This design comes from an exercise in tuning for small area on the open sky130 flow, not from production work. Only simulation tests tie the RTL to the original design; equivalence was not proved.

== v51 ==
==> flow/design.v <==
module Concatenate(
input [3:0] x10, x1,
output [6:0] out);
function [6:0] add7(input [6:0] a, input [6:0] b);
    integer i;
    reg c;
    begin
        c = 1'b0;
        for (i = 0; i < 7; i = i + 1) begin
            add7[i] = a[i] ^ b[i] ^ c;
            c = a[i] & b[i] | c & (a[i] ^ b[i]);
        end
    end
endfunction
assign out = add7(add7({2'b0, x10, 1'b0}, {3'b0, x1}), {x10[3:0], 3'b0});
endmodule
module Calc(
input clk,
input [3:0] A10, A1, B10, B1,
input [4:0] operation,
output reg [14:0] outRes
);
wire [6:0] A, B;
Concatenate first(A10, A1, A);
Concatenate second(B10, B1, B);
wire show = operation[0], add = operation[1], sub = operation[2],
     mul = operation[3], div = operation[4];
wire [6:0] Q;
divider quot(A, B, Q);
wire [6:0] M = ({7{mul}} & B) | ({7{show}} & 7'd100) | {6'd0, add | sub};
wire [7:0] S = ({8{show | add}} & {1'b0, B}) | ({8{sub}} & {1'b1, ~B}) | ({8{div}} & {1'b0, Q});
wire [14:0] X;
macc mac(A, M, S, sub, X);
always @(posedge clk)
    outRes <= {X[14:9] | {6{sub & ~X[8]}}, X[8] ^ sub, X[7:0]};
endmodule
module macc(input [6:0] A, M, input [7:0] S, input cin, output reg [14:0] X);
integer i, j;
reg c, a, b;
always @(*) begin
    X = {7'd0, S};
    for (i = 0; i < 7; i = i + 1) begin
        c = (i == 0) ? cin : 1'b0;
        for (j = i; j < 15; j = j + 1) begin
            a = X[j];
            b = (j - i < 7) ? (A[j - i] & M[i]) : 1'b0;
            X[j] = a ^ b ^ c;
            c = a & b | c & (a ^ b);
        end
    end
end
endmodule
module divider(input [6:0] A, B, output [6:0] Q);
integer i, j;
reg [6:0] rem, d, q;
reg hz, bo;
always @(*) begin
    rem = A;
    for (i = 6; i >= 0; i = i - 1) begin
        hz = 1'b1;
        for (j = 7 - i; j < 7; j = j + 1)
            hz = hz & ~B[j];
        bo = 1'b0;
        d = 7'd0;
        for (j = 0; j < 7 - i; j = j + 1) begin
            d[j] = rem[i + j] ^ B[j] ^ bo;
            bo = ~rem[i + j] & B[j] | ~(rem[i + j] ^ B[j]) & bo;
        end
        q[i] = hz & ~bo;
        for (j = 0; j < 7 - i; j = j + 1)
            if (q[i]) rem[i + j] = d[j];
    end
end
assign Q = q & {7{|B}};
endmodule
module breakDigits(
input [14:0] num,
input [1:0] sel,
output [3:0] digit
);
wire neg = num[14];
wire [6:0] nlow = ~num[6:0] + 7'd1;
wire [13:0] mag = neg ? {7'd0, nlow} : num[13:0];
function [13:0] base100(input [13:0] n);    
    reg [6:0] h, l;
    integer i;
    begin
        h = 7'd0;
        l = 7'd0;
        for (i = 13; i >= 0; i = i - 1) begin
            if (l >= 7'd50) l = l + 7'd14;
            {h, l} = {h[5:0], l, n[i]};
        end
        base100 = {h, l};
    end
endfunction
function [3:0] add3(input [3:0] x);
    case (x)
    4'd5: add3 = 4'd8; 4'd6: add3 = 4'd9; 4'd7: add3 = 4'd10; 4'd8: add3 = 4'd11; 4'd9: add3 = 4'd12;
    default: add3 = x;
    endcase
endfunction
function [7:0] bcd7(input [6:0] x);    
    integer i;
    begin
        bcd7 = 8'd0;
        for (i = 6; i >= 0; i = i - 1) begin
            bcd7[3:0] = add3(bcd7[3:0]);
            bcd7[7:4] = add3(bcd7[7:4]);
            bcd7 = {bcd7[6:0], x[i]};
        end
    end
endfunction
wire [13:0] hl = base100(mag);
wire [7:0] two = bcd7(sel[1] ? hl[13:7] : hl[6:0]);
assign digit = (sel == 2'd3 && neg) ? 4'd10 : sel[0] ? two[7:4] : two[3:0];
endmodule
module sevSeg(input [3:0] in, output reg [6:0] out);
    always @(*) begin
        case (in)
            4'd0: out = 7'b0000001;
            4'd1: out = 7'b1001111;
            4'd2: out = 7'b0010010;
            4'd3: out = 7'b0000110;
            4'd4: out = 7'b1001100;
            4'd5: out = 7'b0100100;
            4'd6: out = 7'b0100000;
            4'd7: out = 7'b0001111;
            4'd8: out = 7'b0000000;
            4'd9: out = 7'b0000100;
            default: out = 7'b1111110;
        endcase
    end
endmodule
module debouncer(input clk, inp, output out);
reg Qmeta, Qsynch;
reg [1:0] run;
always @(posedge clk) begin
    Qmeta <= inp;
    Qsynch <= Qmeta;
    run[0] <= Qsynch & ~run[1];
    run[1] <= Qsynch & (run[0] | run[1]);
end
assign out = run[1] & ~run[0];
endmodule
module risingEdge(input clk, rst, level, output z);
reg busy, edg;
always @(posedge clk or posedge rst) begin
    if (rst) begin
        busy <= 1'b0;
        edg <= 1'b0;
    end else begin
        busy <= level;
        edg <= level & ~busy;
    end
end
assign z = edg;
endmodule
module dbAndRise(
input clk, rst,
input [8:0] in,
output [8:0] out
);
wire [8:0] w;
debouncer d0(clk, in[0], w[0]);
risingEdge r0(clk, rst, w[0], out[0]);
debouncer d1(clk, in[1], w[1]);
risingEdge r1(clk, rst, w[1], out[1]);
debouncer d2(clk, in[2], w[2]);
risingEdge r2(clk, rst, w[2], out[2]);
debouncer d3(clk, in[3], w[3]);
risingEdge r3(clk, rst, w[3], out[3]);
assign out[7:4] = in[7:4];
debouncer d8(clk, in[8], w[8]);
risingEdge r8(clk, rst, w[8], out[8]);
endmodule
module modNum(
input clk, reset, enable,
output reg [3:0] count
);
wire [3:0] t;    
assign t[0] = enable;
assign t[1] = enable & count[0] & ~count[3];
assign t[2] = enable & count[0] & count[1];
assign t[3] = enable & count[0] & (count[3] | count[1] & count[2]);
always @(posedge clk, posedge reset) begin
    if (reset)
        count <= 4'd0;
    else
        count <= count ^ t;
end
endmodule
module handleNumberPresses(
input clk, reset,
input [3:0] But,
output [3:0] A10, A1, B10, B1
);
modNum modA10(clk, reset, But[0], A10);
modNum modA1(clk, reset, But[1], A1);
modNum modB10(clk, reset, But[2], B10);
modNum modB1(clk, reset, But[3], B1);
endmodule
module handleOperationPresses(
input [8:4] But,
output [4:0] operation);
wire show = But[8] | ~(But[4] | But[5] | But[6] | But[7]);
assign operation[0] = show;
assign operation[1] = ~But[8] & But[4];
assign operation[2] = ~But[8] & ~But[4] & But[5];
assign operation[3] = ~But[8] & ~But[4] & ~But[5] & But[6];
assign operation[4] = ~But[8] & ~But[4] & ~But[5] & ~But[6] & But[7];
endmodule
module clockDivider(
input clk, reset,
output [1:0] digitIndex
);
wire [4:0] count;
nBitCounter #(5, 5'd4) scan(clk, reset, count);
assign digitIndex = count[4:3];
endmodule
module nBitCounter #(parameter n = 2, parameter [n-1:0] init = 0)(
input clk, reset,
output reg [n-1:0] count);
always @(posedge clk, posedge reset) begin
    if (reset)
        count <= init;
    else
        count <= count + 1'b1;
end
endmodule
module digitalCalc(
input clk, rst,
input [8:0] in,
output reg [3:0] digitSelect,
output [7:0] out,
output signed [14:0] result
);
wire [8:0] But;
dbAndRise stabilize(clk, rst, in, But);
wire [3:0] A10, A1, B10, B1;
handleNumberPresses numberPresses(clk, rst, But[3:0], A10, A1, B10, B1);
wire [4:0] operation;
handleOperationPresses operand(But[8:4], operation);
Calc Calculator(clk, A10, A1, B10, B1, operation, result);
wire [1:0] twoCounter;
clockDivider selctDig(clk, rst, twoCounter);
wire [3:0] digit;
breakDigits to_break(result, twoCounter, digit);
wire [6:0] seg;
sevSeg decode(digit, seg);
assign out = {~(twoCounter == 2'b10), seg};
always @(*) begin
    case (twoCounter)
        2'b00: digitSelect = 4'b1110;
        2'b01: digitSelect = 4'b1101;
        2'b10: digitSelect = 4'b1011;
        default: digitSelect = 4'b0111;
    endcase
end
endmodule
export LEC_CHECK = 0
export ABC_AREA = 1
export CAP_MARGIN = 0
export CORE_MARGIN = 2
export CORE_UTILIZATION = 40
export GPL_TIMING_DRIVEN = 0
export PLACE_DENSITY = 0.6
export SLEW_MARGIN = 0
create_clock -name core_clock -period 30.0 [get_ports {clk}]
standard.sh (not shown) runs the stock make flow with config.mk's settings and CLKGATE_MAP_FILE= SYNTH_SCRIPT=/design/flow/synth_recipe.tcl, a recipe that flattens the netlist after the stock synthesis.
==> flow/flow/run.sh <==
#!/bin/bash
# Own layout flow:
#  2. the same synthesis without Yosys's early "abc -fast" pass, kept only if its registers
#     (names and cell types) are exactly the standard synthesis's;
#  3. the combinational logic between the registers re-mapped by ABC for area (registers,
#     their names and cell types untouched);
#  4. the standard layout from floorplan to finish, with small port buffers and a clock
#     tree of small buffers.
# Each tool's output goes to a log file in this folder.
set -euo pipefail
W=$PWD
R=$W/orfs/results/$FLOW_PLATFORM/digitalCalc/base
L=$W/orfs/logs/$FLOW_PLATFORM/digitalCalc/base
LIB=$FLOW_HOME/platforms/$FLOW_PLATFORM/lib/sky130_fd_sc_hd__tt_025C_1v80.lib
YOSYS=${YOSYS_EXE:-$FLOW_HOME/../tools/install/yosys/bin/yosys}
[ -x "$YOSYS" ] || YOSYS=$(command -v yosys)
regs() { grep -E "^\s*sky130_fd_sc_hd__(df|dl|sdf|edf)" "$1" | awk '{print $1, $2}' | sort; }

# 1. standard synthesis
bash standard.sh synth > $W/log_synth_standard.txt 2>&1
cp $R/1_2_yosys.v $W/synth_standard.v
cp $L/1_2_yosys.log $W/log_yosys_standard.txt
regs $W/synth_standard.v > $W/regs_standard.txt

# 2. the same without the early abc pass
START=$W/synth_standard.v
if bash standard.sh clean_synth > $W/log_synth_noabc.txt 2>&1 &&
   SYNTH_ARGS=-noabc bash standard.sh synth >> $W/log_synth_noabc.txt 2>&1; then
    cp $R/1_2_yosys.v $W/synth_noabc.v
    regs $W/synth_noabc.v > $W/regs_noabc.txt
    if cmp -s $W/regs_standard.txt $W/regs_noabc.txt; then
        START=$W/synth_noabc.v
    fi
fi
echo "start netlist: $START" > $W/log_start.txt

# 3. re-map the combinational logic for area. Four chains run in parallel (two from each start
#    netlist); each chain runs ABC round after round (deep synthesis with a new seed, then area
#    mapping) on its best netlist so far and keeps a round's result only if it is smaller. The
#    smallest result whose registers match the standard synthesis's is kept.
python3 $W/flow/libfuncs.py $LIB $W/comb_cells.v > $W/log_libfuncs.txt 2>&1
DONTUSE=$(grep -o -- "-dont_use [A-Za-z0-9_]*" $W/log_yosys_standard.txt | sort -u | tr '\n' ' ')
ROUNDS=${REOPT_ROUNDS:-3}
round() {  # round IN OUT SEED TAG
    local k
    : > $W/area_$4.abc
    for k in 1 2 3; do
        printf 'strash\n&get -n\n&deepsyn -T 30 -S %s\n&nf -p -a -F 8 -A 4 -R 1000\n&put\n' $(( ($3 * 3 + k) % 101 )) >> $W/area_$4.abc
    done
    cat > $W/reopt_$4.ys <<YS
read_verilog $W/comb_cells.v
read_liberty -lib -ignore_redef $LIB
read_verilog $1
hierarchy -top $FLOW_TOP
flatten -noscopeinfo
rename -hide w:* i:* o:* %u %d
techmap
opt -purge
abc -script $W/area_$4.abc -liberty $LIB $DONTUSE
opt_clean -purge
setundef -zero
hilomap -singleton -hicell sky130_fd_sc_hd__conb_1 HI -locell sky130_fd_sc_hd__conb_1 LO
insbuf -buf sky130_fd_sc_hd__buf_1 A X
opt_clean -purge
tee -q -o $W/area_$4.txt stat -liberty $LIB
write_verilog -noattr -noexpr -nohex -nodec $2
YS
    $YOSYS -s $W/reopt_$4.ys > $W/log_reopt_$4.txt 2>&1 || return 1
    regs $2 | cmp -s $W/regs_standard.txt - || return 1
    grep "Chip area" $W/area_$4.txt | awk '{print $NF}'
}
chain() {  # chain NAME START SEEDBASE
    local best=$2 besta=1e99 k a
    for k in $(seq 1 $ROUNDS); do
        if a=$(round $best $W/try_$1_$k.v $(( $3 + k )) $1_$k); then
            echo "$1 round $k: $a" >> $W/log_chain_$1.txt
            if python3 -c "import sys; sys.exit(0 if $a < $besta else 1)"; then best=$W/try_$1_$k.v; besta=$a; fi
        fi
    done
    echo "$besta $best" > $W/best_$1.txt
}
chain a $START 10 &
chain b $START 20 &
chain c $W/synth_standard.v 30 &
chain d $START 40 &
wait
sort -g $W/best_?.txt > $W/log_best.txt
BEST=$(head -1 $W/log_best.txt | awk '{print $2}')
echo "best: $(head -1 $W/log_best.txt)" >> $W/log_start.txt
cp $BEST $W/synth_area.v
cp $W/synth_area.v $R/1_2_yosys.v
rm -f $R/1_synth.odb $R/1_synth.sdc

# 4. standard layout from the re-mapped netlist
export BUFFER_PORTS_ARGS="-buffer_cell sky130_fd_sc_hd__buf_1"
export CTS_ARGS="$(cat $W/flow/cts_args.txt)"
bash standard.sh > $W/log_layout.txt 2>&1
Other scripts of this flow, unchanged in this note and not shown: flow/flow/cts_args.txt, flow/flow/libfuncs.py
What v59 does differently from v51 at the input level:
-- flow/flow/run.sh --
<<< v51, line 42
DONTUSE=$(grep -o -- "-dont_use [A-Za-z0-9_]*" $W/log_yosys_standard.txt | sort -u | tr '\n' ' ')
ROUNDS=${REOPT_ROUNDS:-3}
round() {  # round IN OUT SEED TAG
    local k
    : > $W/area_$4.abc
    for k in 1 2 3; do
        printf 'strash\n&get -n\n&deepsyn -T 30 -S %s\n&nf -p -a -F 8 -A 4 -R 1000\n&put\n' $(( ($3 * 3 + k) % 101 )) >> $W/area_$4.abc
    done
    cat > $W/reopt_$4.ys <<YS
>>> v59, line 42
DONTUSE=$(grep -o -- "-dont_use [A-Za-z0-9_]*" $W/log_yosys_standard.txt | sort -u | tr '\n' ' ')
ROUNDS=${REOPT_ROUNDS:-5}
deep() {  # deep SEED: ABC commands for one deep-synthesis round with area mapping
    printf 'strash\n&get -n\n&deepsyn -T 30 -S %s\n&nf -p -a -F 8 -A 4 -R 1000\n&put\n' $1
}
polish() {  # ABC commands that re-map with structural choices
    printf 'strash\ndch -f\n&get -n\n&nf -p -a -F 8 -A 4 -R 1000\n&put\n'
}
round() {  # round IN OUT ABCFILE TAG: prints the area of OUT if its registers match
    cat > $W/reopt_$4.ys <<YS
<<< v51, line 58
opt -purge
abc -script $W/area_$4.abc -liberty $LIB $DONTUSE
opt_clean -purge
>>> v59, line 59
opt -purge
abc -script $3 -liberty $LIB $DONTUSE
opt_clean -purge
<<< v51, line 71
}
chain() {  # chain NAME START SEEDBASE
    local best=$2 besta=1e99 k a
    for k in $(seq 1 $ROUNDS); do
        if a=$(round $best $W/try_$1_$k.v $(( $3 + k )) $1_$k); then
            echo "$1 round $k: $a" >> $W/log_chain_$1.txt
>>> v59, line 72
}
chain() {  # chain NAME START SEEDBASE: keeps a step's result only if it is smaller
    local best=$2 besta=1e99 k a s
    for k in $(seq 1 $ROUNDS); do
        s=$(( ($3 + k) * 3 ))
        { deep $(( s % 101 )); deep $(( (s + 1) % 101 )); deep $(( (s + 2) % 101 )); } > $W/area_$1_$k.abc
        if a=$(round $best $W/try_$1_$k.v $W/area_$1_$k.abc $1_$k); then
            echo "$1 round $k: $a" >> $W/log_chain_$1.txt
<<< v51, line 88
BEST=$(head -1 $W/log_best.txt | awk '{print $2}')
echo "best: $(head -1 $W/log_best.txt)" >> $W/log_start.txt
>>> v59, line 91
BEST=$(head -1 $W/log_best.txt | awk '{print $2}')
# polish the smallest netlist a few ways; keep any smaller result
polish > $W/area_p1.abc
{ deep 91; polish; } > $W/area_p2.abc
{ deep 93; deep 94; polish; } > $W/area_p3.abc
{ polish; polish; } > $W/area_p4.abc
for P in p1 p2 p3 p4; do
    ( a=$(round $BEST $W/try_$P.v $W/area_$P.abc $P) && echo "$a $W/try_$P.v" > $W/best_$P.txt ) &
done
wait
sort -g $W/best_*.txt > $W/log_best.txt
BEST=$(head -1 $W/log_best.txt | awk '{print $2}')
echo "best: $(head -1 $W/log_best.txt)" >> $W/log_start.txt
Results
Reported for v59 and v51, flip-flop and latch count turned out identical to the last digit. Diff v51 -> v59 | maximum clock frequency | down by a few percent. Between v59 and v51, the difference in cell count after synthesis is negligible. Compared with v51, routed wire length in v59 decreased by a few percent. Global-route wire length before repair down 500 um in v59 wrt v51. The synthesized area was comparable across v59 and v51. Cell area delta (v51 -> v59): insignificant. Routed wire length on met2 ended up 3.3% lower on v59 than on v51.
The inputs of v33 differ from those of v59 as listed below.
-- flow/flow/run.sh --
<<< v59, line 43
ROUNDS=${REOPT_ROUNDS:-5}
deep() {  # deep SEED: ABC commands for one deep-synthesis round with area mapping
    printf 'strash\n&get -n\n&deepsyn -T 30 -S %s\n&nf -p -a -F 8 -A 4 -R 1000\n&put\n' $1
}
polish() {  # ABC commands that re-map with structural choices
    printf 'strash\ndch -f\n&get -n\n&nf -p -a -F 8 -A 4 -R 1000\n&put\n'
}
round() {  # round IN OUT ABCFILE TAG: prints the area of OUT if its registers match
    cat > $W/reopt_$4.ys <<YS
>>> v33, line 43
ROUNDS=${REOPT_ROUNDS:-5}
round() {  # round IN OUT SEED TAG
    local k
    : > $W/area_$4.abc
    for k in 1 2 3; do
        printf 'strash\n&get -n\n&deepsyn -T 30 -S %s\n&nf -p -a -F 8 -A 4 -R 1000\n&put\n' $(( ($3 * 3 + k) % 101 )) >> $W/area_$4.abc
    done
    cat > $W/reopt_$4.ys <<YS
<<< v59, line 59
opt -purge
abc -script $3 -liberty $LIB $DONTUSE
opt_clean -purge
>>> v33, line 58
opt -purge
abc -script $W/area_$4.abc -liberty $LIB $DONTUSE
opt_clean -purge
<<< v59, line 72
}
chain() {  # chain NAME START SEEDBASE: keeps a step's result only if it is smaller
    local best=$2 besta=1e99 k a s
    for k in $(seq 1 $ROUNDS); do
        s=$(( ($3 + k) * 3 ))
        { deep $(( s % 101 )); deep $(( (s + 1) % 101 )); deep $(( (s + 2) % 101 )); } > $W/area_$1_$k.abc
        if a=$(round $best $W/try_$1_$k.v $W/area_$1_$k.abc $1_$k); then
            echo "$1 round $k: $a" >> $W/log_chain_$1.txt
>>> v33, line 71
}
chain() {  # chain NAME START SEEDBASE
    local best=$2 besta=1e99 k a
    for k in $(seq 1 $ROUNDS); do
        if a=$(round $best $W/try_$1_$k.v $(( $3 + k )) $1_$k); then
            echo "$1 round $k: $a" >> $W/log_chain_$1.txt
<<< v59, line 91
BEST=$(head -1 $W/log_best.txt | awk '{print $2}')
# polish the smallest netlist a few ways; keep any smaller result
polish > $W/area_p1.abc
{ deep 91; polish; } > $W/area_p2.abc
{ deep 93; deep 94; polish; } > $W/area_p3.abc
{ polish; polish; } > $W/area_p4.abc
for P in p1 p2 p3 p4; do
    ( a=$(round $BEST $W/try_$P.v $W/area_$P.abc $P) && echo "$a $W/try_$P.v" > $W/best_$P.txt ) &
done
wait
sort -g $W/best_*.txt > $W/log_best.txt
BEST=$(head -1 $W/log_best.txt | awk '{print $2}')
echo "best: $(head -1 $W/log_best.txt)" >> $W/log_start.txt
>>> v33, line 88
BEST=$(head -1 $W/log_best.txt | awk '{print $2}')
echo "best: $(head -1 $W/log_best.txt)" >> $W/log_start.txt
[summary]
[compare] base=v59 new=v33: post-synth net total has remained practically unchanged, met3 routed wirelength went down, post-placement cell count roughly the same.
v33 vs. v59: tightest slew margin relative to the limit went up by 6.5 points.
Changes in v50 relative to v33:
-- flow/flow/run.sh --
<<< v33, line 36

# 3. re-map the combinational logic for area. Four chains run in parallel (two from each start
#    netlist); each chain runs ABC round after round (deep synthesis with a new seed, then area
#    mapping) on its best netlist so far and keeps a round's result only if it is smaller. The
>>> v50, line 36

# 3. re-map the combinational logic for area. Eight chains, four at a time, from the two start
#    netlists; each chain runs ABC round after round (deep synthesis with a new seed, then area
#    mapping) on its best netlist so far and keeps a round's result only if it is smaller. The
<<< v33, line 86
wait
sort -g $W/best_?.txt > $W/log_best.txt
>>> v50, line 86
wait
chain e $START 50 &
chain f $W/synth_standard.v 60 &
chain g $START 70 &
chain h $W/synth_standard.v 80 &
wait
sort -g $W/best_?.txt > $W/log_best.txt
### Flow results
v50 reports a lower via count than v33 does. Going from v33 to v50, clock period minus final worst setup slack grows by 0.74 ns. Required time reported for the critical path endpoint: v50 vs v33 — no meaningful difference. | layout-stage area growth over the synthesis result | higher: v50 |. v50 -> v33: largest net degree at the start of global routing delta 0, exact match.

## afterwards: timing with drivers on the ports
The results above use ideal ports. As a check the final layouts listed here were re-extracted and re-timed, cells and wires unchanged. Step 1, drivers: a clkbuf_16 drives clk and a buf_2 each remaining input, both assumed. Step 2 times the ports against the registers' clock, not the clock port: input delays grow and output delays shrink by t, the midpoint of the rising clock arrivals with the driver on. Three values: ideal ports, drivers, drivers and shift; two values: the first two.
| run | t, ns | setup slack, ns | hold WS [ns] | worst setup path after step 2 | clock arrival spread, ns |
|---|---|---|---|---|---|
| v51 | 0.423 | 12.443 / 12.412 / 12.835 | 0.323 / 0.323 / 0.323 | register to output | 0.039 / 0.038 |
| v59 | 0.429 | 11.886 / 11.856 / 12.285 | 0.338 / 0.338 / 0.338 | register to output | 0.041 / 0.041 |
| v33 | 0.423 | 12.443 / 12.412 / 12.835 | 0.323 / 0.323 / 0.323 | register to output | 0.039 / 0.038 |
| v50 | 0.419 | 11.703 / 11.671 / 11.755 | 0.317 / 0.317 / 0.317 | register to register | 0.024 / 0.024 |
After both steps setup and hold are still met in every run listed.
